Background: an optimization exercise with open tools, aiming at small area, a short achievable clock period and few clock cycles. Do not read the settings as production practice.
In this exercise RTL edits were held to simulation tests only and were not proved equivalent to the original.
No activity file was given, so power comes from the tool's default toggle rates.

## flow/design.v (module list and top-level ports; edited modules follow where they fit)
// module g_tr27: 176 lines
// module g_s2mix: 439 lines
// module g_s3: 994 lines
// module steganography: 195 lines
module steganography (
    input         sys_clk,
    input         reset,
    input         start,
    input         mode,
    input  [31:0] message_size,
    output        done,
    output [31:0] image_addra,
    input  [31:0] image_rddataa,
    output [31:0] secret_addra,
    input  [31:0] secret_rddataa,
    output [31:0] image_wrdatab,
    output [3:0]  image_web,
    output [31:0] image_addrb,
    output [31:0] secret_wrdatab,
    output [3:0]  secret_web,
    output [31:0] secret_addrb
);
  // ...
==> flow/flow/run.sh <==
#!/bin/bash
# Own flow: the standard synthesis; then the synthesized logic (not the
# registers, which keep their names and cells) is mapped again with ABC for
# area; then the standard layout, with buf_1 cells as the port buffers.
# Each tool's output goes to a log file here.
set -euo pipefail
W=$(pwd)
F=$W/flow
R=$W/orfs/results/$FLOW_PLATFORM/steganography/base
LIB=$FLOW_HOME/platforms/sky130hd/lib/sky130_fd_sc_hd__tt_025C_1v80.lib
export BUFFER_PORTS_ARGS="-buffer_cell sky130_fd_sc_hd__buf_1"
export SETUP_SLACK_MARGIN=11.6
export CTS_ARGS="-sink_clustering_enable -repair_clock_nets -buf_list {sky130_fd_sc_hd__clkbuf_8 sky130_fd_sc_hd__clkbuf_16} -root_buf sky130_fd_sc_hd__clkbuf_16 -sink_clustering_size 24 -sink_clustering_max_diameter 120 -dont_use_dummy_load"

# 1. standard synthesis
bash standard.sh synth > synth.log 2>&1
cp $R/1_2_yosys.v synth_standard.v

# 2. logic re-mapping
yosys -q -l cells.log -p "read_liberty -ignore_miss_func -ignore_miss_dir $LIB; write_verilog -noattr cells_all.v"
python3 $F/mkmap.py cells_all.v comb_map.v
DU=""
for c in $(cat $F/dont_use.txt); do DU="$DU -dont_use $c"; done
printf 'strash\n&get -n\n&deepsyn -T %s\n&put\ndch -f\n&get -n\n&nf -R 1000\n&put\ntopo\nstime -c\n' "${DEEPSYN_T:-120}" > remap.abc
yosys -l remap.log -p "
read_liberty -lib $LIB
read_verilog synth_standard.v
hierarchy -top $FLOW_TOP
techmap -map comb_map.v
techmap
opt -fast
abc -script $W/remap.abc -liberty $LIB $DU
opt_clean -purge
hilomap -singleton -hicell sky130_fd_sc_hd__conb_1 HI -locell sky130_fd_sc_hd__conb_1 LO
insbuf -buf sky130_fd_sc_hd__buf_4 A X
write_verilog -noattr -noexpr -nohex -nodec $W/remapped.v
stat -liberty $LIB
" > /dev/null
cp remapped.v $R/1_2_yosys.v

# 3. standard layout from the re-mapped netlist
bash standard.sh > layout.log 2>&1
==> flow/flow/dont_use.txt <==
sky130_fd_sc_hd__lpflow_bleeder_1
sky130_fd_sc_hd__lpflow_clkbufkapwr_1
sky130_fd_sc_hd__lpflow_clkbufkapwr_16
sky130_fd_sc_hd__lpflow_clkbufkapwr_2
sky130_fd_sc_hd__lpflow_clkbufkapwr_4
sky130_fd_sc_hd__lpflow_clkbufkapwr_8
sky130_fd_sc_hd__lpflow_clkinvkapwr_1
sky130_fd_sc_hd__lpflow_clkinvkapwr_16
sky130_fd_sc_hd__lpflow_clkinvkapwr_2
sky130_fd_sc_hd__lpflow_clkinvkapwr_4
sky130_fd_sc_hd__lpflow_clkinvkapwr_8
sky130_fd_sc_hd__lpflow_decapkapwr_12
sky130_fd_sc_hd__lpflow_decapkapwr_3
sky130_fd_sc_hd__lpflow_decapkapwr_4
sky130_fd_sc_hd__lpflow_decapkapwr_6
sky130_fd_sc_hd__lpflow_decapkapwr_8
sky130_fd_sc_hd__lpflow_inputiso0n_1
sky130_fd_sc_hd__lpflow_inputiso0p_1
sky130_fd_sc_hd__lpflow_inputiso1n_1
sky130_fd_sc_hd__lpflow_inputiso1p_1
sky130_fd_sc_hd__lpflow_inputisolatch_1
sky130_fd_sc_hd__lpflow_isobufsrc_1
sky130_fd_sc_hd__lpflow_isobufsrc_16
sky130_fd_sc_hd__lpflow_isobufsrc_2
sky130_fd_sc_hd__lpflow_isobufsrc_4
sky130_fd_sc_hd__lpflow_isobufsrc_8
sky130_fd_sc_hd__lpflow_isobufsrckapwr_16
sky130_fd_sc_hd__lpflow_lsbuf_lh_hl_isowell_tap_1
sky130_fd_sc_hd__lpflow_lsbuf_lh_hl_isowell_tap_2
sky130_fd_sc_hd__lpflow_lsbuf_lh_hl_isowell_tap_4
sky130_fd_sc_hd__lpflow_lsbuf_lh_isowell_4
sky130_fd_sc_hd__lpflow_lsbuf_lh_isowell_tap_1
sky130_fd_sc_hd__lpflow_lsbuf_lh_isowell_tap_2
sky130_fd_sc_hd__lpflow_lsbuf_lh_isowell_tap_4
sky130_fd_sc_hd__probe_p_8
sky130_fd_sc_hd__probec_p_8
==> flow/flow/mkmap.py <==
#!/usr/bin/env python3
# Keep the combinational cell models of a yosys-written liberty model file
# (no flip-flops, latches or tie cells): a techmap file that turns the
# synthesized netlist's logic cells back into gates.
import re, sys
s = open(sys.argv[1]).read()
out = []
for body, name in re.findall(r'(module (\S+)\(.*?endmodule\n)', s, re.S):
    if 'always' in body or ' reg ' in body or 'conb' in name or 'output' not in body:
        continue
    out.append(body)
open(sys.argv[2], 'w').write("\n".join(out))
==> flow/standard.sh <==
#!/bin/bash
# synth_recipe.tcl (not shown) runs the flow's synth.tcl, then flattens the netlist and writes it again
# the make line also repeats each setting of config.mk as NAME=value (left out here)
make -C /OpenROAD-flow-scripts/flow DESIGN_CONFIG=/design/flow/config.mk WORK_HOME=/design/flow/orfs CLKGATE_MAP_FILE= SYNTH_SCRIPT=/design/flow/synth_recipe.tcl "${@:-finish}"
==> flow/config.mk <==
export PLATFORM = sky130hd
export DESIGN_NAME = steganography
export DESIGN_NICKNAME = steganography
export VERILOG_FILES = /design/flow/design.v
export SDC_FILE = /design/flow/constraint.sdc
export NUM_CORES = 4
export LEC_CHECK = 0
export ABC_AREA = 1
export CAP_MARGIN = 20
export CORE_MARGIN = 2
export CORE_UTILIZATION = 40
export SLEW_MARGIN = 20
==> flow/constraint.sdc <==
create_clock -name core_clock -period 16.0 [get_ports {sys_clk}]
set_input_delay 3.2000 -clock core_clock [delete_from_list [all_inputs] [get_ports {sys_clk}]]
set_output_delay 3.2000 -clock core_clock [all_outputs]
set_load 0.01 [all_outputs]
==> metrics.cfg, run 1 <==
[critical_path]
path_depth=1
critPathMaxStageDelay_ns=0.40
path_class=reg2out

[detailed_routing]
drc=0
ant_nets=0
wl_um=28000

[clock_tree]
cts_tree=done
clk_pin_slew_worst_paths_ns=0.10

[placed_design]
globalplace.congestion=0.879
io_buffers=221
placed_cell_area_um2=12000

[die]
die_area_um2=30000
die_h_um=173
n_tap_cell=378

[pwr]
seqPwrFrac=0.441
max-vdd-ir-drop_mv=0.0650
p_comb_uw=592
clock_power_share=0.195
finalPower_mw=1.63
powerSeq_uw=717
p_comb_frac=0.364

[grt]
use_met1=0.230
met2_usage=0.301
grt.total_usage=0.177

[finish]
non_clock_inverter_count=43
most-common-layout-cells=buf_1 (220), dfxtp_1 (186), nor2_1 (122)
syn_to_final_growth_pct=9.31
clkbuf_count=13

[sta]
tightest_slew_ns=0.893
tns_ns=0
slew_viol_final=0

[status]
status=timing/DRC/antenna clean

Testbench counts, summed over its fixed seeds: cycles 9,323.
==> module steganography, before the edit <==
module steganography (
    input         sys_clk,
    input         reset,
    input         start,
    input         mode,
    input  [31:0] message_size,
    output        done,
    output [31:0] image_addra,
    input  [31:0] image_rddataa,
    output [31:0] secret_addra,
    input  [31:0] secret_rddataa,
    output [31:0] image_wrdatab,
    output [3:0]  image_web,
    output [31:0] image_addrb,
    output [31:0] secret_wrdatab,
    output [3:0]  secret_web,
    output [31:0] secret_addrb
);
    function [5:0] tlo;
        input [3:0] l;
        begin
            case (l)
                4'd0: tlo = 6'b000000;
                4'd1: tlo = 6'b000001;
                4'd2: tlo = 6'b000010;
                4'd3: tlo = 6'b000100;
                4'd4: tlo = 6'b000101;
                4'd5: tlo = 6'b000110;
                4'd6: tlo = 6'b001000;
                4'd7: tlo = 6'b001001;
                4'd8: tlo = 6'b001010;
                4'd9: tlo = 6'b010000;
                4'd10: tlo = 6'b010001;
                4'd11: tlo = 6'b010010;
                4'd12: tlo = 6'b010100;
                4'd13: tlo = 6'b010101;
                4'd14: tlo = 6'b010110;
                4'd15: tlo = 6'b011000;
                default: tlo = 6'b0;
            endcase
        end
    endfunction
    function [7:0] clamp;
        input [7:0] b;
        begin
            clamp = {b[7:1], b[0] ^ ((b == 8'd0) | (b == 8'd255))};
        end
    endfunction
    reg        started;
    reg        mode_r;
    reg        v1;                 
    reg        v2, v3, pv;         
    reg        wvi, wvs;           
    reg        done_r;
    reg [16:0] ra;                 
    reg [13:0] G;                  
    reg [1:0]  Kl;                 
    reg [16:0] wa;                 
    reg [2:0]  p2;                 
    reg [2:0]  p3;                 
    always @(*) begin
        case (p2)
            3'd1:    Kl = 2'd1;
            3'd2:    Kl = 2'd2;
            3'd3:    Kl = 2'd2;
            3'd4:    Kl = 2'd3;
            default: Kl = 2'd0;
        endcase
    end
    wire hit = ({G, Kl} == message_size[15:0]);    
    wire ginc = v2 & (p2 == 3'd4);
    wire wr   = wvi | wvs;
    always @(posedge sys_clk) begin
        if (reset) begin
            started <= 1'b0;
            v1      <= 1'b0;
            v2      <= 1'b0;
            v3      <= 1'b0;
            pv      <= 1'b0;
            wvi     <= 1'b0;
            wvs     <= 1'b0;
            done_r  <= 1'b0;
            ra      <= 17'd0;
            G       <= 14'd0;
        end else begin
            started <= started | start;
            v1      <= ~started & start;
            ra      <= started ? ra + 17'd1 : {16'd0, start};
            G       <= G + {13'd0, ginc};
            v2      <= v1 | (v2 & ~hit);
            v3      <= v2;
            pv      <= v3;
            wvi     <= ~mode_r & pv;
            wvs     <= mode_r & v3 & ((p3 == 3'd5) | ~v2);
            done_r  <= done_r | (wvi & ~pv) | (wvs & ~v3);
        end
    end
    always @(posedge sys_clk)
        wa <= {17{started}} & (wa + {16'd0, wr});
    always @(posedge sys_clk)
        p2 <= ~started ? 3'd5 : (p2 == 3'd5) ? 3'd0 : p2 + 3'd1;
    always @(posedge sys_clk)
        mode_r <= mode;
    always @(*) begin
        case (p2)
            3'd0:    p3 = 3'd5;
            3'd1:    p3 = 3'd0;
            3'd2:    p3 = 3'd1;
            3'd3:    p3 = 3'd2;
            3'd4:    p3 = 3'd3;
            default: p3 = 3'd4;
        endcase
    end
    reg [31:0] d1;
    always @(posedge sys_clk) begin
        if (mode_r)
            d1 <= image_rddataa;
        else
            d1 <= {clamp(image_rddataa[31:24]), clamp(image_rddataa[23:16]),
                   clamp(image_rddataa[15:8]),  clamp(image_rddataa[7:0])};
    end
    wire [5:0] r0, r1, r2, r3;     
    g_tr27 u_r0 (.b(d1[7:0]),   .r(r0));
    g_tr27 u_r1 (.b(d1[15:8]),  .r(r1));
    g_tr27 u_r2 (.b(d1[23:16]), .r(r2));
    g_tr27 u_r3 (.b(d1[31:24]), .r(r3));
    reg  [5:0] carry;              
    wire [5:0] fA2, fB2, cn2;
    g_s2mix u_s2 (.r0(r0), .r1(r1), .r2(r2), .r3(r3), .carry(carry), .p(p2),
                  .fA(fA2), .fB(fB2), .cn(cn2));
    reg  [5:0] fA, fB;             
    reg  [31:0] d2;
    reg  [4:0] nA, nB;             
    reg  [3:0] sA;                 
    always @(*) begin
        case (p2)
            3'd0:    sA = secret_rddataa[7:4];
            3'd1:    sA = secret_rddataa[3:0];
            3'd2:    sA = secret_rddataa[15:12];
            3'd3:    sA = secret_rddataa[23:20];
            3'd4:    sA = secret_rddataa[19:16];
            default: sA = secret_rddataa[31:28];
        endcase
    end
    wire [3:0] sB = (p2 == 3'd2) ? secret_rddataa[11:8] : secret_rddataa[27:24];
    wire [5:0] tnA = tlo(sA);
    wire [5:0] tnB = tlo(sB);
    always @(posedge sys_clk) begin
        fA <= fA2;
        fB <= fB2;
        carry <= cn2;
        d2 <= d1;
        nA <= {tnA[4], tnA[3:0]};
        nB <= {tnB[4], tnB[3:0]};
    end
    reg [31:0] pw;                 
    reg [7:0]  pt;                 
    wire [31:0] emb;               
    wire [7:0]  ptn;               
    wire [3:0]  xA3, xB3;          
    g_s3 u_s3 (.nA(nA), .nB(nB), .fA(fA), .fB(fB), .p(p3), .pw(pw), .pt(pt),
               .v3(v3), .emb(emb), .ptn(ptn), .xA(xA3), .xB(xB3));
    reg [31:0] wrdata;
    always @(posedge sys_clk) begin
        pw <= d2;
        pt <= ptn;
        if (!mode_r)
            wrdata <= emb;
        else if (v3) begin
            case (p3)
                3'd0: wrdata <= {24'd0, xA3, 4'd0};
                3'd1: wrdata[3:0] <= xA3;
                3'd2: begin
                    wrdata[15:12] <= xA3;
                    wrdata[11:8]  <= xB3;
                end
                3'd3: wrdata[23:20] <= xA3;
                3'd4: wrdata[19:16] <= xA3;
                default: begin
                    wrdata[31:28] <= xA3;
                    wrdata[27:24] <= xB3;
                end
            endcase
        end
    end
    assign done           = done_r;
    assign image_addra    = {13'd0, ra, 2'b00};
    assign secret_addra   = {16'd0, G, 2'b00};
    assign image_addrb    = {13'd0, wa, 2'b00};
    assign secret_addrb   = {13'd0, wa, 2'b00};
    assign image_wrdatab  = wrdata;
    assign secret_wrdatab = wrdata;
    assign image_web      = {4{wvi}};
    assign secret_web     = {4{wvs}};
endmodule
==> run 2, diff against run 1 <==
--- a/flow/design.v
+++ b/flow/design.v
@@ -1660,7 +1660,8 @@
     reg        mode_r;
     reg        v1;                 
     reg        v2, v3, pv;         
-    reg        wvi, wvs;           
+    reg        wvi;                
+    reg [3:0]  wvs;                
     reg        done_r;
     reg [16:0] ra;                 
     reg [13:0] G;                  
@@ -1679,7 +1680,7 @@
     end
     wire hit = ({G, Kl} == message_size[15:0]);    
     wire ginc = v2 & (p2 == 3'd4);
-    wire wr   = wvi | wvs;
+    wire wr   = wvi | (wvs == 4'b1000);    
     always @(posedge sys_clk) begin
         if (reset) begin
             started <= 1'b0;
@@ -1688,24 +1689,30 @@
             v3      <= 1'b0;
             pv      <= 1'b0;
             wvi     <= 1'b0;
-            wvs     <= 1'b0;
+            wvs     <= 4'd0;
             done_r  <= 1'b0;
             ra      <= 17'd0;
-            G       <= 14'd0;
         end else begin
             started <= started | start;
             v1      <= ~started & start;
             ra      <= started ? ra + 17'd1 : {16'd0, start};
-            G       <= G + {13'd0, ginc};
             v2      <= v1 | (v2 & ~hit);
             v3      <= v2;
             pv      <= v3;
             wvi     <= ~mode_r & pv;
-            wvs     <= mode_r & v3 & ((p3 == 3'd5) | ~v2);
-            done_r  <= done_r | (wvi & ~pv) | (wvs & ~v3);
+            case (p3)
+                3'd1:    wvs <= {4{mode_r & v3}};
+                3'd2:    wvs <= {2'b00, mode_r & v3, 1'b0};
+                3'd4:    wvs <= {1'b0, mode_r & v3, 2'b00};
+                3'd5:    wvs <= {mode_r & v3, 3'b000};
+                default: wvs <= 4'd0;
+            endcase
+            done_r  <= done_r | (wvi & ~pv) | ((|wvs) & ~v3);
         end
     end
     always @(posedge sys_clk)
+        G <= {14{started}} & (G + {13'd0, ginc});
+    always @(posedge sys_clk)
         wa <= {17{started}} & (wa + {16'd0, wr});
     always @(posedge sys_clk)
         p2 <= ~started ? 3'd5 : (p2 == 3'd5) ? 3'd0 : p2 + 3'd1;
@@ -1770,28 +1777,14 @@
     wire [3:0]  xA3, xB3;          
     g_s3 u_s3 (.nA(nA), .nB(nB), .fA(fA), .fB(fB), .p(p3), .pw(pw), .pt(pt),
                .v3(v3), .emb(emb), .ptn(ptn), .xA(xA3), .xB(xB3));
+    wire        xph14 = (p3 == 3'd1) | (p3 == 3'd4);
+    wire [7:0]  xb    = xph14 ? {wrdata[7:4], xA3} : {xA3, xB3};
+    wire [31:0] ext   = (p3 == 3'd1) ? {24'd0, xb} : {4{xb}};
     reg [31:0] wrdata;
     always @(posedge sys_clk) begin
         pw <= d2;
         pt <= ptn;
-        if (!mode_r)
-            wrdata <= emb;
-        else if (v3) begin
-            case (p3)
-                3'd0: wrdata <= {24'd0, xA3, 4'd0};
-                3'd1: wrdata[3:0] <= xA3;
-                3'd2: begin
-                    wrdata[15:12] <= xA3;
-                    wrdata[11:8]  <= xB3;
-                end
-                3'd3: wrdata[23:20] <= xA3;
-                3'd4: wrdata[19:16] <= xA3;
-                default: begin
-                    wrdata[31:28] <= xA3;
-                    wrdata[27:24] <= xB3;
-                end
-            endcase
-        end
+        wrdata <= mode_r ? ext : emb;
     end
     assign done           = done_r;
     assign image_addra    = {13'd0, ra, 2'b00};
@@ -1801,5 +1794,5 @@
     assign image_wrdatab  = wrdata;
     assign secret_wrdatab = wrdata;
     assign image_web      = {4{wvi}};
-    assign secret_web     = {4{wvs}};
+    assign secret_web     = wvs;
 endmodule
--- a/flow/config.mk
+++ b/flow/config.mk
@@ -8,5 +8,5 @@
 export ABC_AREA = 1
 export CAP_MARGIN = 20
 export CORE_MARGIN = 2
-export CORE_UTILIZATION = 40
+export CORE_UTILIZATION = 60
 export SLEW_MARGIN = 20
==> run 2 against run 1 <==
  * Maximum frequency grew 0.43%
  * Critical endpoint is now secret_addra[9]
  * Largest cell class unchanged
  * Synthesized cell count grew 3.1%
  * Synthesized area shrank 1.7%
  * Clock power is essentially flat
  * Sequential cell count grew 3
  * Combinational power grew 6.9%
  * Hold slack gained 0.014 ns
  * Final area shrank 3.8%
  * Critical path depth is the same
  * Clock-buffer cell count is the same
  * Wire length shrank 11%
  * Total power grew 3.0%
==> metrics.cfg, run 2 <==
[die]
die_area_um2=19900  ; -34%
coreArea_um2=18500
initial_core_util=0.607
rows=50
io_pins=301
die_h_um=141  ; -19%
die_w_um=141

[clock_tree]
cts_sinks=227
clk_pin_slew_worst_paths_ns=0.09  ; about the same
cts_tree=done
root_buffer=clkbuf_16
clock_path_buffers=3
clkLatencyLatePin_ns=0.48
cts_max_level=1
numCtsBuffers=13

[critical_path]
crit_chain=buf_1
arrival_ns=1.12
critPathLaunch=G[7]
crit_end=secret_addra[9]
reg2reg_to=carry[5]
reg2regPathDepth=19
worstPathMaxFanout=7
cpMaxStageDelayCell=dfxtp_1
path_class=reg2out
cp_data_required_time_ns=12.80
critPathCaptureType=output port
path_depth=1  ; unchanged
r2r_setup_slack_ns=11.98
crit_family=flip-flops
critPathMaxStageDelay_ns=0.46  ; +0.06 ns
critPathLaunchType=flop
r2r_start=d1[21]
crit_buf_inv=1

[detailed_routing]
wl_um=25000  ; -11%
viasPerCell=5.49
num_vias=9744
detail_route.wl_per_cell_um=14.1
ant_nets=0  ; unchanged
drc=0  ; unchanged
drtIter0Drc=609
first_pass_iters=5

[finish]
instances_no_fill=1774
final_common_cell=dfxtp_1
final_layout_size_suffix_gt1_frac=0.0279
most-common-layout-cells=dfxtp_1 (225), buf_1 (221), nor2_1 (132)
fillers=1643
diodes=0
syn_to_final_growth_pct=6.91
nets=1642
fin_util=0.649
fin_area_um2=12000

[synth]
syn_area_per_cell_um2=8.17
synth_cells=1376
yosys_warnings=1
netlist_area_um2=11200

[pwr]
p_leak_nw=4.57
max-vdd-ir-drop_mv=0.0887  ; +37%
power_density_nw_per_um2=139
finalPower_mw=1.68  ; +3.0%

[run]
cap_viol_max_count=0

[sta]
clock-skew-final_ns=0.0359
tightest_slew_ns=0.953  ; +0.0599 ns
tns_ns=0  ; unchanged
fmax_ghz=0.231
rsz0062_at_grt=false
setup_viol=0
hold-worst-slack_ns=0.330
slew_viol_final=0  ; unchanged
fin_crit_ns=4.32
setup_ws_ns=11.68
relSlewSlack=0.364
period_share=0.270
final-hold-violation-count=0

[placed_design]
globalplace.congestion=0.900  ; +2.4%
placed_cell_area_um2=11600  ; -3.0%
dpl.cell_count=1760
place_hpwl_um=19400
post-place-ws_ns=11.31
io_buffers=221  ; unchanged

[grt]
grt_max_degree=38
grt-ovfl-total=0
grt_first_pass_wirelength_um=38700
grt_pass1_vias=8198
grt.total_usage=0.235  ; +0.0581
antenna_found_initial=0

[worst_hold_path]
min_path_type=reg2reg

[status]
status=timing/DRC/antenna clean

run 2: cell types whose count changed in the layout (fill, tap and decap cells not counted), sizes merged, moves of 18 or more:
cell / previous run / this run
o32ai: 20 / 2
dfxtp: 192 / 227
nor3: 69 / 48
o21ai: 93 / 116
edfxtp: 32 / 0
nand2: 94 / 122
run 2: metal layers:
layer  vias up  share of wire  track usage
met4         0          0.021       0.0605
li1       4972              -            -
met5         -              0            0
met1      4409           0.45        0.314
met3        39          0.056       0.0231
met2       324           0.47        0.411
run 2: area by class of cell:
type	count	area [um2]	area share
Clock buffer	13	325	0.0271
Inverter	41	154	0.0128
Multi-Input combinational cell	1031	5820	0.484
Sequential cell	227	4550	0.378
Tap cell	234	293	0.0243
Timing Repair Buffer	228	882	0.0734
run 2: worst min path at each step:
stage	start	end	slack, ns	cells after the start
floorplan	d2[0]	pw[0]	0.31	0
global placement	d2[13]	pw[13]	0.31	0
detailed placement	d2[19]	pw[19]	0.31	0
CTS	d2[6]	pw[6]	0.33	0
global route	d2[6]	pw[6]	0.34	0
finish	d2[6]	pw[6]	0.33	0
run 2: what timing repair did:
item / CTS / global route
buffers inserted: 0 / 1
setup endpoints to repair: 0 / 7
resized for setup: 0 / 31
hold buffers: 0 / 0
run 2: power breakdown:
group / internal (mW) / switching [mW]
logic: 0.240 / 0.393
registers: 0.651 / 0.0760
clock network: 0.146 / 0.169
Testbench counts of run 2, summed over its fixed seeds: cycles 9,323.
==> run 3, diff against run 2 <==
--- a/flow/flow/run.sh
+++ b/flow/flow/run.sh
@@ -9,7 +9,7 @@
 R=$W/orfs/results/$FLOW_PLATFORM/steganography/base
 LIB=$FLOW_HOME/platforms/sky130hd/lib/sky130_fd_sc_hd__tt_025C_1v80.lib
 export BUFFER_PORTS_ARGS="-buffer_cell sky130_fd_sc_hd__buf_1"
-export SETUP_SLACK_MARGIN=11.6
+export SETUP_SLACK_MARGIN=11.7
 export CTS_ARGS="-sink_clustering_enable -repair_clock_nets -buf_list {sky130_fd_sc_hd__clkbuf_8 sky130_fd_sc_hd__clkbuf_16} -root_buf sky130_fd_sc_hd__clkbuf_16 -sink_clustering_size 24 -sink_clustering_max_diameter 120 -dont_use_dummy_load"
 
 # 1. standard synthesis
--- a/flow/config.mk
+++ b/flow/config.mk
@@ -8,5 +8,5 @@
 export ABC_AREA = 1
 export CAP_MARGIN = 20
 export CORE_MARGIN = 2
-export CORE_UTILIZATION = 60
+export CORE_UTILIZATION = 40
 export SLEW_MARGIN = 20
==> run 3 against run 2 <==
  * Still clean on timing, DRC and antenna
  * Clock power increased by 3%
  * Via count increased by 0.32%
  * Sequential share of layout area down 0.67 points
  * Clock-buffer cell count unchanged
  * Cell count increased by 8.3%
  * First-iteration DRC count is 4.8% higher
  * Maximum frequency up 1.4%
  * Wire length increased by 10%
  * Global-route usage shrank 5.8 points
  * Register-to-register slack barely moved
  * Critical path type unchanged
  * Largest power group unchanged
==> metrics.cfg, run 3 <==
[grt]
grt-ovfl-total=0  ; unchanged
antenna_found_initial=0  ; unchanged
grtUsageMet3=0.0242  ; +0.00106
use_met1=0.222  ; -0.0920
grt.total_usage=0.177  ; -0.0585
grt_pass1_vias=8440  ; +3.0%
grt_first_pass_wirelength_um=41800  ; +7.9%
grt_max_degree=39  ; +2.6%
met2_usage=0.310  ; -0.101
grt_busiest_layer=met2

[clock_tree]
clock_path_buffers=3  ; unchanged
clkLatencyLatePin_ns=0.49  ; about the same
clk_pin_slew_worst_paths_ns=0.10  ; about the same
root_buffer=clkbuf_16
cts_sinks=227  ; unchanged
cts_tree=done
cts_max_level=1  ; unchanged
numCtsBuffers=13  ; unchanged

[worst_hold_path]
min_delay_path_depth=0  ; unchanged
hp-start=d2[19]
hold_path_end=pw[19]
min_path_type=reg2reg

[run]
cap_viol_max_count=0  ; unchanged

[detailed_routing]
first_pass_iters=5  ; unchanged
viasPerCell=5.09  ; -7.4%
drtIter0Drc=638  ; +4.8%
wl_um=27600  ; +10%
drc=0  ; unchanged
num_vias=9775  ; +0.32%
ant_nets=0  ; unchanged
detail_route.wl_per_cell_um=14.3  ; +1.9%

[critical_path]
path_class=reg2out
critPathLaunchType=flop
crit_family=flip-flops
cp_data_required_time_ns=12.80  ; about the same
worstPathMaxFanout=4  ; -3
crit_buf_inv=1  ; unchanged
critPathCaptureType=output port
cpMaxStageDelayCell=dfxtp_1
reg2regPathDepth=22  ; +3
arrival_ns=1.06  ; -0.06 ns
critPathMaxStageDelay_ns=0.40  ; -0.06 ns
reg2reg_to=fB[4]
crit_chain=buf_2
r2r_start=d1[10]
r2r_setup_slack_ns=11.99  ; about the same

[sta]
relSlewSlack=0.451  ; +0.0869
period_share=0.266  ; -0.00386
fin_crit_ns=4.26  ; -0.0618 ns
tns_ns=0  ; unchanged
fmax_ghz=0.235  ; +1.4%
tightest_slew_ns=0.823  ; -0.129 ns
setup_viol=0  ; unchanged
clock-skew-final_ns=0.0439  ; +0.00803 ns
slew_viol_final=0  ; unchanged
hold-worst-slack_ns=0.314  ; -0.0167 ns
rsz0062_at_grt=false
final-hold-violation-count=0  ; unchanged

[finish]
final_common_cell=buf_1
final_layout_size_suffix_gt1_frac=0.0622  ; +0.0343
syn_to_final_growth_pct=9.64
diodes=0  ; unchanged
most-common-layout-cells=buf_1 (205), dfxtp_1 (202), nor2_1 (129)
nets=1646  ; +0.24%

[synth]
synth_cells=1376  ; unchanged
yosys_warnings=1  ; unchanged
netlist_area_um2=11200  ; unchanged
syn_area_per_cell_um2=8.17  ; unchanged

[pwr]
power_density_nw_per_um2=138  ; -0.66%
p_leak_nw=4.68  ; +2.3%
max-vdd-ir-drop_mv=0.0995  ; +12%

[placed_design]
place_hpwl_um=21600  ; +11%
io_buffers=221  ; unchanged
globalplace.congestion=0.856  ; -4.9%

[die]
rows=61  ; +22%
die_area_um2=29500  ; +48%
initial_core_util=0.406  ; -0.201
die_h_um=172  ; +22%
io_pins=301  ; unchanged
coreArea_um2=27700  ; +50%
die_w_um=172  ; +22%

[status]
status=timing/DRC/antenna clean

run 3: cell count changes in the layout (fill, tap and decap cells not counted), moves of 2 or more:
cell / delta
buf_4: +4
dfxtp_4: +2
nor2_1: -3
buf_2: +5
clkbuf_2: +11
buf_1: -16
dfxtp_2: +21
nor2_2: +3
dfxtp_1: -23
run 3: how the worst max path moves through the flow:
stage | from | to | slack (ns) | cells after the start
final | G[3] | secret_addra[5] | 11.74 | 1
after global routing | d1[10] | fB[5] | 11.57 | 23
after CTS | G[7] | secret_addra[9] | 11.70 | 1
after detailed placement | message_size[13] | v2 | 11.42 | 7
after global placement | message_size[2] | v2 | 11.39 | 8
after floorplan | secret_rddataa[13] | nA[3] | 11.70 | 7
run 3: power breakdown:
group	internal (mW)	leakage (nW)	switching, mW	total, mW
registers	0.652	1.90	0.0779	0.729
clock network	0.146	0.160	0.178	0.324
logic	0.248	2.61	0.405	0.653
total	1.05	4.68	0.661	1.71
run 3: area by class of cell:
cell class | count | area, um2
Fill cell | 2788 | 15400
Inverter | 41 | 154
Tap cell | 378 | 473
Timing Repair Buffer | 232 | 932
Multi-Input combinational cell | 1031 | 5870
Clock buffer | 13 | 325
Sequential cell | 227 | 4580
run 3: metal layers:
metal  vias up  wire [um]
met1      4454      12100
met4         0        824
met5         -          0
met3        53       1660
met2       295      12900
li1       4973          -
run 3: through the flow:
stage / total power, mW / setup slack, ns / instances / util / area (um2)
floorplan: 1.22 / 11.70 / 1438 / - / 11500
global placement: 1.35 / 11.39 / 1904 / 0.426 / 11800
detailed placement: 1.37 / 11.42 / 1904 / 0.426 / 11800
CTS: 1.70 / 11.70 / 1917 / 0.439 / 12200
global route: 1.83 / 11.57 / 1922 / 0.445 / 12300
finish: 1.71 / 11.74 / 1922 / 0.445 / 12300
run 3: repair_timing:
action,4_1_cts,5_1_grt
buffers inserted,0,5
pin swaps,0,3
gates cloned,0,0
endpoints found under the setup margin,22,34
gates resized for setup,18,60
hold buffers,0,0
==> run 4, diff against run 3 <==
--- a/flow/flow/run.sh
+++ b/flow/flow/run.sh
@@ -9,7 +9,7 @@
 R=$W/orfs/results/$FLOW_PLATFORM/steganography/base
 LIB=$FLOW_HOME/platforms/sky130hd/lib/sky130_fd_sc_hd__tt_025C_1v80.lib
 export BUFFER_PORTS_ARGS="-buffer_cell sky130_fd_sc_hd__buf_1"
-export SETUP_SLACK_MARGIN=11.7
+export SETUP_SLACK_MARGIN=11.5
 export CTS_ARGS="-sink_clustering_enable -repair_clock_nets -buf_list {sky130_fd_sc_hd__clkbuf_8 sky130_fd_sc_hd__clkbuf_16} -root_buf sky130_fd_sc_hd__clkbuf_16 -sink_clustering_size 24 -sink_clustering_max_diameter 120 -dont_use_dummy_load"
 
 # 1. standard synthesis
==> run 4 against run 3 <==
  * Combinational power about the same
  * Die area unchanged
  * Worst setup slack worse by 0.049 ns
  * Sequential cell count unchanged
  * Still clean on timing, DRC and antenna
  * Critical path type unchanged
  * Largest power group unchanged
  * Clock-buffer cell count unchanged
  * Critical endpoint is now image_web[1]
==> metrics.cfg, run 4 <==
[status]
status=timing/DRC/antenna clean

[critical_path]
worstPathMaxFanout=6  ; +2
crit_chain=buf_1
critPathLaunchType=flop
path_class=reg2out
cp_data_required_time_ns=12.80  ; about the same
critPathCaptureType=output port
crit_family=flip-flops
crit_buf_inv=1  ; unchanged
r2r_setup_slack_ns=11.90  ; -0.09 ns
critPathMaxStageDelay_ns=0.44  ; +0.04 ns
arrival_ns=1.11  ; +0.05 ns
cpMaxStageDelayCell=dfxtp_1

[die]
die_w_um=172  ; unchanged
die_h_um=172  ; unchanged
coreArea_um2=27700  ; unchanged
io_pins=301  ; unchanged
die_area_um2=29500  ; unchanged
initial_core_util=0.406  ; unchanged
rows=61  ; unchanged

[pwr]
power_density_nw_per_um2=139  ; +0.68%
p_leak_nw=4.57  ; -2.3%
finalPower_mw=1.70  ; -0.48%
max-vdd-ir-drop_mv=0.0579  ; -42%

[clock_tree]
cts_max_level=1  ; unchanged
numCtsBuffers=13  ; unchanged
cts_tree=done
cts_sinks=227  ; unchanged
root_buffer=clkbuf_16
clk_pin_slew_worst_paths_ns=0.09  ; about the same
clkLatencyLatePin_ns=0.48  ; about the same
clock_path_buffers=3  ; unchanged
cts.hold.buffers_added=0  ; unchanged

[grt]
grt_first_pass_wirelength_um=40900  ; -2.1%
grt-ovfl-total=0  ; unchanged
grt_pass1_vias=8518  ; +0.92%
grt_max_degree=38  ; -2.6%
grt.total_usage=0.172  ; -0.00518
antenna_found_initial=1  ; +1

[placed_design]
globalplace.congestion=0.883  ; +3.2%
dpl.cell_count=1906  ; +0.11%
place_hpwl_um=20100  ; -6.6%
io_buffers=221  ; unchanged

[run]
cap_viol_max_count=0  ; unchanged

[detailed_routing]
first_pass_iters=5  ; unchanged
viasPerCell=5.03  ; -1.1%
num_vias=9656  ; -1.2%
drc=0  ; unchanged
detail_route.wl_per_cell_um=13.8  ; -3.9%
ant_nets=0  ; unchanged
drtIter0Drc=507  ; -21%
wl_um=26500  ; -4.0%

[sta]
tightest_slew_ns=0.911  ; +0.0879 ns
slew_viol_final=0  ; unchanged
tns_ns=0  ; unchanged
setup_viol=0  ; unchanged
fin_crit_ns=4.31  ; +0.0486 ns
rsz0062_at_grt=true
fmax_ghz=0.232  ; -1.1%
clock-skew-final_ns=0.0258  ; -0.0181 ns
period_share=0.269  ; +0.00304
final-hold-violation-count=0  ; unchanged
relSlewSlack=0.377  ; -0.0743

[finish]
final_layout_size_suffix_gt1_frac=0.0240  ; -0.0382
instances_no_fill=1920  ; -0.10%
fin_util=0.440  ; -0.00510
nets=1644  ; -0.12%
diodes=0  ; unchanged
syn_to_final_growth_pct=8.39
final_common_cell=dfxtp_1
most-common-layout-cells=dfxtp_1 (225), buf_1 (221), nor2_1 (135)

[synth]
netlist_area_um2=11200  ; unchanged
syn_area_per_cell_um2=8.17  ; unchanged
synth_cells=1376  ; unchanged
yosys_warnings=1  ; unchanged

[worst_hold_path]
min_path_type=reg2reg

-- run 4: worst register-to-register path, cell delays in order, from the launching register on --
cell and delay (ns):
dfxtp_2 0.38, nor2b_4 0.22, nor2_1 0.07, nor2_1 0.16, xor2_1 0.26, o21ai_2 0.12
nand2_1 0.11, o21ai_0 0.10, o21ai_1 0.15, o21ai_0 0.16, or2_0 0.28, xor2_1 0.26
a31oi_1 0.15, o21ai_0 0.23, and2_0 0.19, o22a_1 0.16, nor2_1 0.06, nand2_1 0.06
nand2_1 0.07, and2_1 0.20, nor3_2 0.24, nand2_1 0.11, a21oi_1 0.19, nor2_1 0.07
-- run 4: worst paths after layout --
kind	depth (start not counted)	startpoint	to
setup / recovery	1	wvi	image_web[1]
hold / removal	0	d2[28]	pw[28]
setup reg to reg	23	d1[5]	fA[4]
hold reg to reg	0	d2[28]	pw[28]
-- run 4: metrics by stage --
step | hold slack (ns) | cell area (um2) | setup WS, ns
3_3_place_gp | 0.310 | 11800 | 11.40
3_5_place_dp | 0.312 | 11800 | 11.36
6_report | 0.321 | 12200 | 11.69
4_1_cts | 0.324 | 12100 | 11.53
5_1_grt | 0.333 | 12200 | 11.46
2_1_floorplan | 0.310 | 11500 | 11.65
-- run 4: report_power, final --
part | switching (mW) | internal, mW | leakage (nW)
registers | 0.0760 | 0.651 | 1.89
clock network | 0.175 | 0.146 | 0.160
logic | 0.410 | 0.240 | 2.52
-- run 4: repair_timing --
| item | 4_1_cts | 5_1_grt |
|---|---|---|
| pin swaps | 0 | 2 |
| setup endpoints to repair | 2 | 7 |
| buffers inserted | 0 | 1 |
| gates resized for setup | 2 | 19 |
-- run 4: cell type report --
type | count | area (um2)
clock buffer | 13 | 325
timing repair buffer | 230 | 897
fill | 2808 | 15500
tap | 378 | 473
multi-input combinational | 1031 | 5790
inverter | 41 | 154
sequential | 227 | 4550
-- run 4: layer usage --
| metal | GRT usage | part of all wire |
|---|---|---|
| met4 | 0.0453 | 0.024 |
| met5 | 0 | 0.00049 |
| met1 | 0.218 | 0.46 |
| met3 | 0.0249 | 0.048 |
| met2 | 0.303 | 0.47 |
==> run 5, diff against run 4 <==
--- a/flow/flow/run.sh
+++ b/flow/flow/run.sh
@@ -9,7 +9,7 @@
 R=$W/orfs/results/$FLOW_PLATFORM/steganography/base
 LIB=$FLOW_HOME/platforms/sky130hd/lib/sky130_fd_sc_hd__tt_025C_1v80.lib
 export BUFFER_PORTS_ARGS="-buffer_cell sky130_fd_sc_hd__buf_1"
-export SETUP_SLACK_MARGIN=11.5
+export SETUP_SLACK_MARGIN=11.6
 export CTS_ARGS="-sink_clustering_enable -repair_clock_nets -buf_list {sky130_fd_sc_hd__clkbuf_8 sky130_fd_sc_hd__clkbuf_16} -root_buf sky130_fd_sc_hd__clkbuf_16 -sink_clustering_size 24 -sink_clustering_max_diameter 120 -dont_use_dummy_load"
 
 # 1. standard synthesis
==> run 5 against run 4 <==
  * Hold slack worse by 0.0016 ns
  * Combinational power up 2%
  * Final area up 0.32%
  * Critical path type unchanged
  * Still clean on timing, DRC and antenna
==> metrics.cfg, run 5 <==
[run]
cap_viol_max_count=0  ; unchanged

[pwr]
power_density_nw_per_um2=140  ; +0.29%
p_leak_nw=4.58  ; +0.16%
max-vdd-ir-drop_mv=0.0589  ; +1.7%
finalPower_mw=1.71  ; +0.61%

[critical_path]
path_class=reg2out
crit_buf_inv=1  ; unchanged
critPathLaunchType=flop
r2r_start=d1[5]
crit_end=image_web[1]
crit_family=flip-flops
critPathCaptureType=output port
critPathMaxStageDelay_ns=0.44  ; about the same
arrival_ns=1.11  ; about the same
critPathLaunch=wvi
r2r_setup_slack_ns=11.97  ; +0.07 ns
cp_data_required_time_ns=12.80  ; about the same
path_depth=1  ; unchanged
crit_chain=buf_1
cpMaxStageDelayCell=dfxtp_1
reg2reg_to=fA[5]
worstPathMaxFanout=6  ; unchanged
reg2regPathDepth=23  ; unchanged

[finish]
fin_util=0.441  ; +0.00140
fillers=2805  ; -0.11%
diodes=0  ; unchanged
final_layout_size_suffix_gt1_frac=0.0305  ; +0.00647
final_common_cell=dfxtp_1
syn_to_final_growth_pct=8.73
seq_area_um2=4550  ; unchanged
most-common-layout-cells=dfxtp_1 (225), buf_1 (221), nor2_1 (131)
nets=1645  ; +0.061%
instances_no_fill=1921  ; +0.052%
multi_input_area_um2=5830  ; +0.54%

[clock_tree]
clock_path_buffers=3  ; unchanged
numCtsBuffers=13  ; unchanged
cts_tree=done
cts.hold.buffers_added=0  ; unchanged
clkLatencyLatePin_ns=0.48  ; about the same
cts_max_level=1  ; unchanged
cts_sinks=227  ; unchanged
clk_pin_slew_worst_paths_ns=0.09  ; about the same
root_buffer=clkbuf_16

[sta]
hold-worst-slack_ns=0.319  ; -0.00165 ns
slew_viol_final=0  ; unchanged
tns_ns=0  ; unchanged
clock-skew-final_ns=0.0257  ; -0.0000437 ns
tightest_slew_ns=0.951  ; +0.0398 ns
relSlewSlack=0.363  ; -0.0136
final-hold-violation-count=0  ; unchanged
fmax_ghz=0.232  ; about the same
rsz0062_at_grt=true
setup_viol=0  ; unchanged
period_share=0.269  ; about the same
fin_crit_ns=4.31  ; -0.00110 ns

[die]
die_h_um=172  ; unchanged
die_area_um2=29500  ; unchanged
die_w_um=172  ; unchanged
initial_core_util=0.406  ; unchanged
io_pins=301  ; unchanged
rows=61  ; unchanged
coreArea_um2=27700  ; unchanged

[placed_design]
dpl.cell_count=1906  ; unchanged
place_hpwl_um=20100  ; unchanged
globalplace.congestion=0.883  ; unchanged
io_buffers=221  ; unchanged

[grt]
grt.total_usage=0.172  ; unchanged
grt_first_pass_wirelength_um=40900  ; unchanged
grt-ovfl-total=0  ; unchanged
grt_max_degree=38  ; unchanged
antenna_found_initial=1  ; unchanged
grt_pass1_vias=8518  ; unchanged

[synth]
syn_area_per_cell_um2=8.17  ; unchanged
netlist_area_um2=11200  ; unchanged
synth_cells=1376  ; unchanged
yosys_warnings=1  ; unchanged

[detailed_routing]
drc=0  ; unchanged
first_pass_iters=5  ; unchanged
num_vias=9690  ; +0.35%
viasPerCell=5.04  ; +0.30%
ant_nets=0  ; unchanged
detail_route.wl_per_cell_um=13.8  ; about the same
wl_um=26500  ; unchanged
drtIter0Drc=532  ; +4.9%

[worst_hold_path]
min_path_type=reg2reg

[status]
status=timing/DRC/antenna clean

==> run 5: stage by stage <==
| step | setup slack (ns) | instance area, um2 |
|---|---|---|
| 3_5_place_dp | 11.36 | 11800 |
| 4_1_cts | 11.65 | 12100 |
| 6_report | 11.69 | 12200 |
| 5_1_grt | 11.55 | 12200 |
| 3_3_place_gp | 11.40 | 11800 |
| 2_1_floorplan | 11.65 | 11500 |
==> run 5: timing repair <==
| item | 4_1_cts | 5_1_grt |
|---|---|---|
| gates resized for setup | 3 | 29 |
| buffers inserted | 0 | 2 |
| setup endpoints to repair | 2 | 8 |
| pin swaps | 0 | 2 |
==> run 5: cell type report <==
type	count	area share
Tap cell	378	0.0387
Clock buffer	13	0.0266
Multi-Input combinational cell	1031	0.476
Inverter	41	0.0126
Sequential cell	227	0.372
Timing Repair Buffer	231	0.0740
==> run 5: report_power, final <==
part	switching [mW]	internal, mW
clock	0.174	0.146
combinational	0.415	0.246
sequential	0.0761	0.651
==> run 5: metal layers <==
layer / routed length (um) / GRT usage
met3: 1350 / 0.0249
met5: 13 / 0
met4: 640 / 0.0453
met1: 12100 / 0.218
met2: 12300 / 0.303
==> run 5: how the worst min path moves through the flow <==
stage	from	end	slack (ns)	cells past startpoint
floorplan	d2[0]	pw[0]	0.31	0
global placement	d2[25]	pw[25]	0.31	0
detailed placement	d2[0]	pw[0]	0.31	0
CTS	d2[28]	pw[28]	0.32	0
global route	d2[29]	pw[29]	0.33	0
finish	d2[28]	pw[28]	0.32	0
==> run 6, diff against run 5 <==
--- a/flow/design.v
+++ b/flow/design.v
@@ -1777,10 +1777,10 @@
     wire [3:0]  xA3, xB3;          
     g_s3 u_s3 (.nA(nA), .nB(nB), .fA(fA), .fB(fB), .p(p3), .pw(pw), .pt(pt),
                .v3(v3), .emb(emb), .ptn(ptn), .xA(xA3), .xB(xB3));
+    reg  [31:0] wrdata;
     wire        xph14 = (p3 == 3'd1) | (p3 == 3'd4);
     wire [7:0]  xb    = xph14 ? {wrdata[7:4], xA3} : {xA3, xB3};
     wire [31:0] ext   = (p3 == 3'd1) ? {24'd0, xb} : {4{xb}};
-    reg [31:0] wrdata;
     always @(posedge sys_clk) begin
         pw <= d2;
         pt <= ptn;
==> run 6 against run 5 <==
  * Synthesized cell count stayed put
  * Utilization unchanged
  * Register-to-register slack about the same
  * Sequential share of layout area did not move
  * Largest cell class unchanged
  * Largest power group unchanged
  * Sequential power about the same
  * Synthesized area stayed put
  * Cell count is the same
  * Worst setup slack stayed put
  * Final area is the same
==> metrics.cfg, run 6 <==
[status]
status=timing/DRC/antenna clean

[critical_path]
worstPathMaxFanout=6  ; unchanged
cp_data_required_time_ns=12.80  ; about the same
reg2regPathDepth=23  ; unchanged
arrival_ns=1.11  ; about the same
critPathCaptureType=output port
r2r_setup_slack_ns=11.97  ; about the same
crit_chain=buf_1
reg2reg_to=fA[5]
cpMaxStageDelayCell=dfxtp_1
crit_family=flip-flops
path_class=reg2out
crit_buf_inv=1  ; unchanged
critPathLaunchType=flop
critPathMaxStageDelay_ns=0.44  ; about the same
r2r_start=d1[5]

[placed_design]
io_buffers=221  ; unchanged
globalplace.congestion=0.883  ; unchanged
dpl.cell_count=1906  ; unchanged
post-place-ws_ns=11.36  ; unchanged
place_hpwl_um=20100  ; unchanged

[sta]
slew_viol_final=0  ; unchanged
tightest_slew_ns=0.951  ; unchanged
rsz0062_at_grt=true
fmax_ghz=0.232  ; unchanged
setup_ws_ns=11.69  ; unchanged
final-hold-violation-count=0  ; unchanged
period_share=0.269  ; unchanged
tns_ns=0  ; unchanged
setup_viol=0  ; unchanged
relSlewSlack=0.363  ; unchanged
fin_crit_ns=4.31  ; unchanged
clock-skew-final_ns=0.0257  ; unchanged

[clock_tree]
clock_path_buffers=3  ; unchanged
clk_pin_slew_worst_paths_ns=0.09  ; about the same
numCtsBuffers=13  ; unchanged
cts_tree=done
root_buffer=clkbuf_16
clkLatencyLatePin_ns=0.48  ; about the same
cts_sinks=227  ; unchanged
cts_max_level=1  ; unchanged

[finish]
fillers=2805  ; unchanged
diodes=0  ; unchanged
final_common_cell=dfxtp_1
syn_to_final_growth_pct=8.73  ; unchanged
nets=1645  ; unchanged
instances_no_fill=1921  ; unchanged
final_layout_size_suffix_gt1_frac=0.0305  ; unchanged
most-common-layout-cells=dfxtp_1 (225), buf_1 (221), nor2_1 (131)

[synth]
yosys_warnings=1  ; unchanged
synth_cells=1376  ; unchanged
syn_area_per_cell_um2=8.17  ; unchanged
netlist_area_um2=11200  ; unchanged

[worst_hold_path]
hold_path_end=pw[28]
hp-start=d2[28]
min_path_type=reg2reg
min_delay_path_depth=0  ; unchanged

[detailed_routing]
drc=0  ; unchanged
first_pass_iters=5  ; unchanged
viasPerCell=5.04  ; unchanged
wl_um=26500  ; unchanged
drtIter0Drc=532  ; unchanged
ant_nets=0  ; unchanged
num_vias=9690  ; unchanged
detail_route.wl_per_cell_um=13.8  ; unchanged

[grt]
grt_pass1_vias=8518  ; unchanged
grt-ovfl-total=0  ; unchanged
grt_first_pass_wirelength_um=40900  ; unchanged
antenna_found_initial=1  ; unchanged
grt.total_usage=0.172  ; unchanged
grt_max_degree=38  ; unchanged

[run]
cap_viol_max_count=0  ; unchanged

[die]
coreArea_um2=27700  ; unchanged
io_pins=301  ; unchanged
die_area_um2=29500  ; unchanged
die_h_um=172  ; unchanged
die_w_um=172  ; unchanged
rows=61  ; unchanged
initial_core_util=0.406  ; unchanged

[pwr]
max-vdd-ir-drop_mv=0.0589  ; unchanged
power_density_nw_per_um2=140  ; unchanged
p_leak_nw=4.58  ; unchanged

-- run 6: cell counts in the layout (fill, tap and decap cells not counted) --
No cell type changed its count.
-- run 6: area by class of cell --
| class | count | area [um2] | area share |
|---|---|---|---|
| multi-input combinational | 1031 | 5830 | 0.476 |
| sequential | 227 | 4550 | 0.372 |
| timing repair buffer | 231 | 905 | 0.0740 |
| tap | 378 | 473 | 0.0387 |
| clock buffer | 13 | 325 | 0.0266 |
| inverter | 41 | 154 | 0.0126 |
-- run 6: per-layer routing --
layer,vias up,routed length (um),GRT usage
met3,39,1350,0.0249
met4,2,640,0.0453
met5,-,13,0
met2,237,12300,0.303
met1,4446,12100,0.218
li1,4966,-,-
-- run 6: worst max path at each step --
stage | from | endpoint | slack [ns] | cells past startpoint
final | wvi | image_web[1] | 11.69 | 1
after global routing | d1[18] | carry[5] | 11.55 | 19
after CTS | d1[5] | fA[4] | 11.65 | 23
after detailed placement | secret_rddataa[30] | nA[3] | 11.36 | 7
after global placement | secret_rddataa[30] | nA[3] | 11.40 | 7
after floorplan | secret_rddataa[1] | nA[3] | 11.65 | 7
-- run 6: timing repair --
action | in CTS | in global routing
endpoints found under the setup margin | 2 | 8
hold endpoints to repair | 0 | 0
pin swaps | 0 | 2
hold buffers | 0 | 0
gates resized for setup | 3 | 29
setup buffers | 0 | 2
gates cloned | 0 | 0
-- run 6: per-stage QoR --
| step | hold slack [ns] | cell area (um2) | total power, mW | util |
|---|---|---|---|---|
| after floorplan | 0.310 | 11500 | 1.22 | - |
| after global placement | 0.310 | 11800 | 1.36 | 0.426 |
| after detailed placement | 0.312 | 11800 | 1.37 | 0.426 |
| after CTS | 0.324 | 12100 | 1.70 | 0.438 |
| after global routing | 0.333 | 12200 | 1.83 | 0.441 |
| final | 0.319 | 12200 | 1.71 | 0.441 |
-- run 6: power breakdown --
| group | internal [mW] | switching, mW | leakage, nW |
|---|---|---|---|
| Combinational | 0.246 | 0.415 | 2.53 |
| Clock | 0.146 | 0.174 | 0.160 |
| Sequential | 0.651 | 0.0761 | 1.89 |
| Total | 1.04 | 0.666 | 4.58 |
Testbench counts of run 6, summed over its fixed seeds: cycles 9,323.

[static timing again, ports no longer ideal]
In the flow no input, the clock included, has a driving cell. The finished layouts below were timed again as built, in two steps. Step 1, drivers: a clkbuf_16 drives sys_clk and a buf_2 each remaining input, both assumed. Step 2 times the ports against the registers' clock, not the clock port: input delays grow and output delays shrink by t, the midpoint of the rising clock arrivals with the driver on. Slacks: ideal / step 1 / step 2; pairs: ideal / step 1.
run | shift t [ns] | setup slack, ns | hold slack, ns | worst setup path after step 2 | cell pins on the clock port's net
run 1 | 0.512 | 11.657 / 11.604 / 11.248 | 0.317 / 0.317 / 0.317 | input to register | 1
run 2 | 0.507 | 11.676 / 11.633 / 11.236 | 0.330 / 0.330 / 0.330 | input to register | 1
run 3 | 0.514 | 11.737 / 11.688 / 11.425 | 0.314 / 0.314 / 0.314 | input to register | 1
run 4 | 0.515 | 11.689 / 11.638 / 11.285 | 0.321 / 0.321 / 0.321 | input to register | 1
run 5 | 0.514 | 11.690 / 11.639 / 11.275 | 0.319 / 0.319 / 0.319 | input to register | 1
run 6 | 0.514 | 11.690 / 11.639 / 11.275 | 0.319 / 0.319 / 0.319 | input to register | 1
After both steps every run listed still meets setup and hold. The setup slack of run 2, which loses most, moves by -0.043 ns with the drivers and by -0.440 ns with both steps.
